Context: an optimization exercise on an open-source flow, tuned for small area, a short achievable clock period and few clock cycles. The choices shown serve that exercise and are no tape-out recipe.
Function was checked by simulation only, so behaviour that the tests miss may differ from the original.
Power is estimated from default activity; no workload was simulated.

==> 05-27: inputs <==
Design anaModul, start of the top module:
module anaModul
    (
    input   [31:0] sayi1,
    input   [31:0] sayi2,
    input   [2:0] tur,
    input   basla,
    input   clk,
    input   rst,
    output  [63:0] sonuc,
    output  hazir,
    output  gecerli,
    output  tasma
    );
    localparam K = 2;            
    reg        busy;
    reg [2:0]  op;
    reg        op_add, op_sub, op_mul, op_div, op_sqr;
    reg        first;            
    reg        skip24, skip16, sskip;
    reg [5:0]  cnt;              
    reg [63:0] P;
    reg [31:0] X;
    reg        rn;               
    reg        gec, tas;
    reg [31:0] hi, lo;
    reg [15:0] q;
    reg [33:0] a, b, sum;
    reg        ci, ge, ovf, neg;
    reg [32:0] s0;               
    reg        ge0;
    integer i;
    always @* begin
        hi  = skip24 ? {8'd0, P[31:8]} : skip16 ? {16'd0, P[31:16]} : first ? 32'd0 : P[63:32];
        lo  = skip24 ? {P[7:0], 24'd0} : (skip16 | sskip) ? {P[15:0], 16'd0} : P[31:0];
        q   = first ? 16'd0 : X[15:0];
        neg = rn & ~first;
        ovf = 1'b0;
        s0  = 33'd0;
        ge0 = 1'b0;
        for (i = 0; i < K; i = i + 1) begin
            if (op_mul)
                a = {2'b0, hi};
            else if (i == 0 && (op_add | op_sub))
                a = {2'b0, lo};
            else
                a = {neg & op_div, hi, lo[31] & ~cnt[5]};
            if (op_mul)
                b = lo[0] ? {2'b0, X} : 34'd0;
            else if (op_sqr)
                b = ~{16'd0, q, ~lo[30]};
            else if (op_add | (op_div & neg))
                b = {2'b0, X};
            else
                b = ~{2'b0, X};
            ci  = ~(op_mul | op_add | (op_div & neg));
            sum = a + b + {33'd0, ci};
            ge  = ~sum[33];
            if (i == 0) begin s0 = sum[32:0]; ge0 = ge; end
  ...
==> module anaModul, before the edit <==
module anaModul
    (
    input   [31:0] sayi1,
    input   [31:0] sayi2,
    input   [2:0] tur,
    input   basla,
    input   clk,
    input   rst,
    output  [63:0] sonuc,
    output  hazir,
    output  gecerli,
    output  tasma
    );
    localparam K = 2;            
    reg        busy;
    reg [2:0]  op;
    reg        op_add, op_sub, op_mul, op_div, op_sqr;
    reg        first;            
    reg        skip24, skip16, sskip;
    reg [5:0]  cnt;              
    reg [63:0] P;
    reg [31:0] X;
    reg        rn;               
    reg        gec, tas;
    reg [31:0] hi, lo;
    reg [15:0] q;
    reg [33:0] a, b, sum;
    reg        ci, ge, ovf, neg;
    reg [32:0] s0;               
    reg        ge0;
    integer i;
    always @* begin
        hi  = skip24 ? {8'd0, P[31:8]} : skip16 ? {16'd0, P[31:16]} : first ? 32'd0 : P[63:32];
        lo  = skip24 ? {P[7:0], 24'd0} : (skip16 | sskip) ? {P[15:0], 16'd0} : P[31:0];
        q   = first ? 16'd0 : X[15:0];
        neg = rn & ~first;
        ovf = 1'b0;
        s0  = 33'd0;
        ge0 = 1'b0;
        for (i = 0; i < K; i = i + 1) begin
            if (op_mul)
                a = {2'b0, hi};
            else if (i == 0 && (op_add | op_sub))
                a = {2'b0, lo};
            else
                a = {neg & op_div, hi, lo[31] & ~cnt[5]};
            if (op_mul)
                b = lo[0] ? {2'b0, X} : 34'd0;
            else if (op_sqr)
                b = ~{16'd0, q, ~lo[30]};
            else if (op_add | (op_div & neg))
                b = {2'b0, X};
            else
                b = ~{2'b0, X};
            ci  = ~(op_mul | op_add | (op_div & neg));
            sum = a + b + {33'd0, ci};
            ge  = ~sum[33];
            if (i == 0) begin s0 = sum[32:0]; ge0 = ge; end
            ovf = ovf | (lo[31] & cnt[5]);
            if (op_mul) begin
                hi = sum[32:1];
                lo = {sum[0], lo[31:1]};
            end else if (op_sqr) begin
                hi = {12'd0, ge ? {sum[18:0], ~lo[30]} : {a[18:0], lo[30]}};
                lo = {lo[29:0], 2'b00};
                q  = {q[14:0], ge};
            end else begin
                hi  = sum[31:0];
                neg = ~ge;
                lo  = {lo[30:0], ge};
            end
        end
    end
    wire [5:0] cnt_n = (skip24 ? 6'd24 : skip16 ? 6'd16 : sskip ? 6'd8 : cnt) + K;
    wire last = op_mul ? (cnt_n == 6'd32) : op_div ? (cnt_n == 6'd48) : (cnt_n == 6'd16);
    wire done = !(op_mul | op_div | op_sqr) || (op_div && X == 32'd0) || last;
    wire busy_n = rst ? 1'b0 : busy ? ~done : basla;
    reg  hazir_q;                
    always @(posedge clk) begin
        busy    <= busy_n;
        hazir_q <= ~busy_n;
    end
    always @(posedge clk) begin
        if (!busy) begin
            op     <= tur;
            op_add <= (tur == 3'd0);
            op_sub <= (tur == 3'd1);
            op_mul <= (tur == 3'd2);
            op_div <= (tur == 3'd3);
            op_sqr <= (tur == 3'd4);
            first  <= 1'b1;
            skip24 <= (tur == 3'd3) & (|sayi2[31:24]);
            skip16 <= (tur == 3'd3) & ~(|sayi2[31:24]) & (|sayi2[23:16]);
            sskip  <= (tur == 3'd4) & ~(|sayi1[31:16]);
            cnt <= 6'd0;
            X   <= sayi2;
            if (basla)
                P[31:0] <= sayi1;
        end else begin
            first  <= 1'b0;
            skip24 <= 1'b0;
            skip16 <= 1'b0;
            sskip  <= 1'b0;
            cnt <= cnt_n;
            case (op)
            3'd0: begin
                P <= {15'd0, s0, 16'd0};
                gec <= 1'b1; tas <= 1'b0;
            end
            3'd1: begin
                P <= {{16{~ge0}}, s0[31:0], 16'd0};
                gec <= 1'b1; tas <= ~ge0;
            end
            3'd2: begin
                P <= {hi, lo};
                gec <= 1'b1; tas <= 1'b0;
            end
            3'd3: begin
                if (X == 32'd0) begin
                    P <= 64'd0; gec <= 1'b0; tas <= 1'b0;
                end else begin
                    rn <= neg;
                    if (first) tas <= 1'b0;
                    if (ovf) tas <= 1'b1;
                    gec <= 1'b1;
                    P <= last ? {16'd0, lo, 16'd0} : {hi, lo};
                end
            end
            3'd4: begin
                X[15:0] <= q;
                P <= last ? {24'd0, q, 24'd0} : {hi, lo};
                gec <= 1'b1; tas <= 1'b0;
            end
            default: begin
                P <= 64'd0; gec <= 1'b0; tas <= 1'b0;
            end
            endcase
        end
    end
    assign sonuc   = P;
    assign hazir   = hazir_q;
    assign gecerli = gec;
    assign tasma   = tas;
endmodule
Settings: LEC_CHECK=0, CAP_MARGIN=20, CORE_MARGIN=2, CORE_UTILIZATION=40, SLEW_MARGIN=20; clock period 55.0 ns.
standard.sh (not shown) runs the stock make flow with config.mk's settings and CLKGATE_MAP_FILE= SYNTH_SCRIPT=/design/flow/synth_recipe.tcl, a recipe that flattens the netlist after the stock synthesis.
==> flow/flow/run.sh <==
#!/bin/bash
# The standard layout (standard.sh: the standard flow's synthesis and ORFS flow), with one
# change: the buffers that ORFS puts on the input and output ports are buf_1
# cells instead of the cell buffer_ports picks by default (clkdlybuf4s50_1).
set -e
export BUFFER_PORTS_ARGS="-buffer_cell sky130_fd_sc_hd__buf_1"
bash standard.sh > standard.log 2>&1
==> 12-22 (differences from 05-27) <==
==> flow/design.v (replaced) <==
module anaModul
    (
    input   [31:0] sayi1,
    input   [31:0] sayi2,
    input   [2:0] tur,
    input   basla,
    input   clk,
    input   rst,
    output  [63:0] sonuc,
    output  hazir,
    output  gecerli,
    output  tasma
    );
    localparam K = 2;            
    localparam MSTEPS = (32 % K == 0) ? 32 : 33;
    localparam SREM = 16 % K;    
    reg        busy;
    reg [2:0]  op;
    reg [5:0]  cnt;              
    reg [63:0] P;
    reg [31:0] X;
    reg        gec, tas;
    wire op_add = (op == 3'd0);
    wire op_sub = (op == 3'd1);
    wire op_mul = (op == 3'd2);
    wire op_div = (op == 3'd3);
    wire op_sqr = (op == 3'd4);
    reg [31:0] hi, lo;
    reg [15:0] q, q1;
    reg [32:0] a, b, s;
    reg        ci, co, ge, ovf;
    reg [33:0] sum;
    reg [32:0] s0;               
    reg        ge0;
    integer i;
    wire skip = op_div & (cnt == 6'd0) & (|X[31:24]);
    always @* begin
        hi  = skip ? {8'd0, P[31:8]}   : P[63:32];
        lo  = skip ? {P[7:0], 24'd0}   : P[31:0];
        q   = (cnt == 6'd0) ? 16'd0 : X[15:0];
        ovf = 1'b0;
        for (i = 0; i < K; i = i + 1) begin
            if (op_mul)
                a = {1'b0, hi};
            else if (i == 0 && (op_add | op_sub))
                a = {1'b0, lo};
            else
                a = {hi, lo[31] & (cnt + i < 32)};
            if (op_mul)
                b = lo[0] ? {1'b0, X} : 33'd0;
            else if (op_sqr)
                b = ~{15'd0, q, ~lo[30]};
            else if (op_add)
                b = {1'b0, X};
            else
                b = ~{1'b0, X};
            ci  = ~(op_mul | op_add);
            sum = {1'b0, a} + {1'b0, b} + {33'd0, ci};
            s   = sum[32:0];
            ge  = sum[33];
            if (i == 0) begin s0 = s; ge0 = ge; end
            ovf = ovf | (lo[31] & (cnt + i >= 32));
            if (op_mul) begin
                hi = s[32:1];
                lo = {s[0], lo[31:1]};
            end else if (op_sqr) begin
                hi = ge ? {s[30:0], ~lo[30]} : {a[30:0], lo[30]};
                lo = {lo[29:0], 2'b00};
                q  = {q[14:0], ge};
                if (i == SREM - 1) q1 = q;
            end else begin
                hi = ge ? s[31:0] : a[31:0];
                lo = {lo[30:0], ge};
            end
        end
    end
    wire [5:0] cnt_n = (skip ? 6'd24 : cnt) + K;
    wire last = op_mul ? (cnt_n == MSTEPS) : op_div ? (cnt_n == 6'd48) : (cnt_n >= 6'd16);
    wire [15:0] qfin = (SREM == 0) ? q : q1;
    wire done = !(op_mul | op_div | op_sqr) || (op_div && X == 32'd0) || last;
    wire busy_n = rst ? 1'b0 : busy ? ~done : basla;
    reg  hazir_q;                
    always @(posedge clk) begin
        busy    <= busy_n;
        hazir_q <= ~busy_n;
    end
    always @(posedge clk) begin
        if (!busy) begin
            if (basla) begin
                op  <= tur;
                cnt <= 6'd0;
                if (MSTEPS == 33 && tur == 3'd2)
                    P <= {31'd0, sayi1, 1'b0};
                else
                    P <= {32'd0, sayi1};
                X   <= sayi2;
            end
        end else begin
            cnt <= cnt_n;
            case (op)
            3'd0: begin
                P <= {15'd0, s0, 16'd0};
                gec <= 1'b1; tas <= 1'b0;
            end
            3'd1: begin
                P <= {{16{~ge0}}, s0[31:0], 16'd0};
                gec <= 1'b1; tas <= ~ge0;
            end
            3'd2: begin
                P <= {hi, lo};
                gec <= 1'b1; tas <= 1'b0;
            end
            3'd3: begin
                if (X == 32'd0) begin
                    P <= 64'd0; gec <= 1'b0; tas <= 1'b0;
                end else begin
                    if (cnt == 6'd0) tas <= 1'b0;
                    if (ovf) tas <= 1'b1;
                    gec <= 1'b1;
                    P <= last ? {16'd0, lo, 16'd0} : {hi, lo};
                end
            end
            3'd4: begin
                X[15:0] <= q;
                P <= last ? {24'd0, qfin, 24'd0} : {hi, lo};
                gec <= 1'b1; tas <= 1'b0;
            end
            default: begin
                P <= 64'd0; gec <= 1'b0; tas <= 1'b0;
            end
            endcase
        end
    end
    assign sonuc   = P;
    assign hazir   = hazir_q;
    assign gecerli = gec;
    assign tasma   = tas;
endmodule
==> flow/flow/run.sh (replaced) <==
#!/bin/bash
# The standard layout (standard.sh: the standard flow's synthesis and ORFS flow), with one
# change: the buffers that ORFS puts on the input and output ports are buf_2
# cells instead of the cell buffer_ports picks by default (clkdlybuf4s50_1).
set -e
export BUFFER_PORTS_ARGS="-buffer_cell sky130_fd_sc_hd__buf_2"
bash standard.sh > standard.log 2>&1
==> summary.txt <==
metric                                                                     12-22           05-27
Run status                                                        finished clean  finished clean
Skew final                                                             0.0182 ns       0.0258 ns
Post-route clock period utilization                                        22.5%           22.5%
Initial Util                                                               40.3%           40.7%
Number of cell instances on the worst register-to-register path               33              31
Clock period minus worst slack                                          12.36 ns        12.36 ns
Register area share after synthesis                                        22.8%           24.5%
H-tree depth reported by CTS                                                   3               4
Pin count of the biggest net entering global routing                          81             128
Biggest cell delay along the critical path                               0.72 ns         0.69 ns
Number of non-filler instances in the completed layout                      2395            2359
Switching share of power                                                   54.9%           54.2%
Detailed-routing iteration count for the pre-antenna-repair pass              10               8
Register Area                                                       0.00325 mm^2    0.00346 mm^2
Share of the final layout cell area in sequential cells                    21.0%           22.4%
Worst min-delay path startpoint                                           cnt[0]          cnt[0]
Crit. Startpoint                                                           P[28]            P[1]
Number of buffers outside the clock class in the layout                      173             166
GRT Overall Usage                                                          35.4%           34.6%
Vertical extent of the die                                                193 um          192 um
Testbench counts of 05-27, summed over its fixed seeds: cycles 14,587.
Testbench counts of 12-22, summed over its fixed seeds: cycles 15,231.

==> what the ideal ports hide <==
In the flow no input, the clock included, has a driving cell. The finished layouts below were timed again as built, in two steps. Step 1 sets driving cells, clkbuf_16 on the clock port and buf_2 on the other inputs (assumed; they add their load-dependent delay and slew). Step 2 moves the port delays by t, midway between the first and last clock arrival at a register: inputs arrive t later, outputs are due t later. That takes back most of the time a late clock gives input paths. Three values: ideal, step 1, step 2; two values: the first two.
| run | shift t [ns] | setup WS [ns] | worst setup path after step 2 | clock arrival spread, ns | cell pins on the clock port's net |
|---|---|---|---|---|---|
| 05-27 | 0.512 | 42.642 / 42.590 / 42.585 | input to register | 0.025 / 0.025 | 1 |
| 12-22 | 0.450 | 42.640 / 42.584 / 42.457 | input to register | 0.018 / 0.018 | 1 |
After both steps setup and hold are still met in every run listed. For 12-22, which loses most, drivers alone change the setup slack by -0.056 ns; drivers and shift together by -0.183 ns.
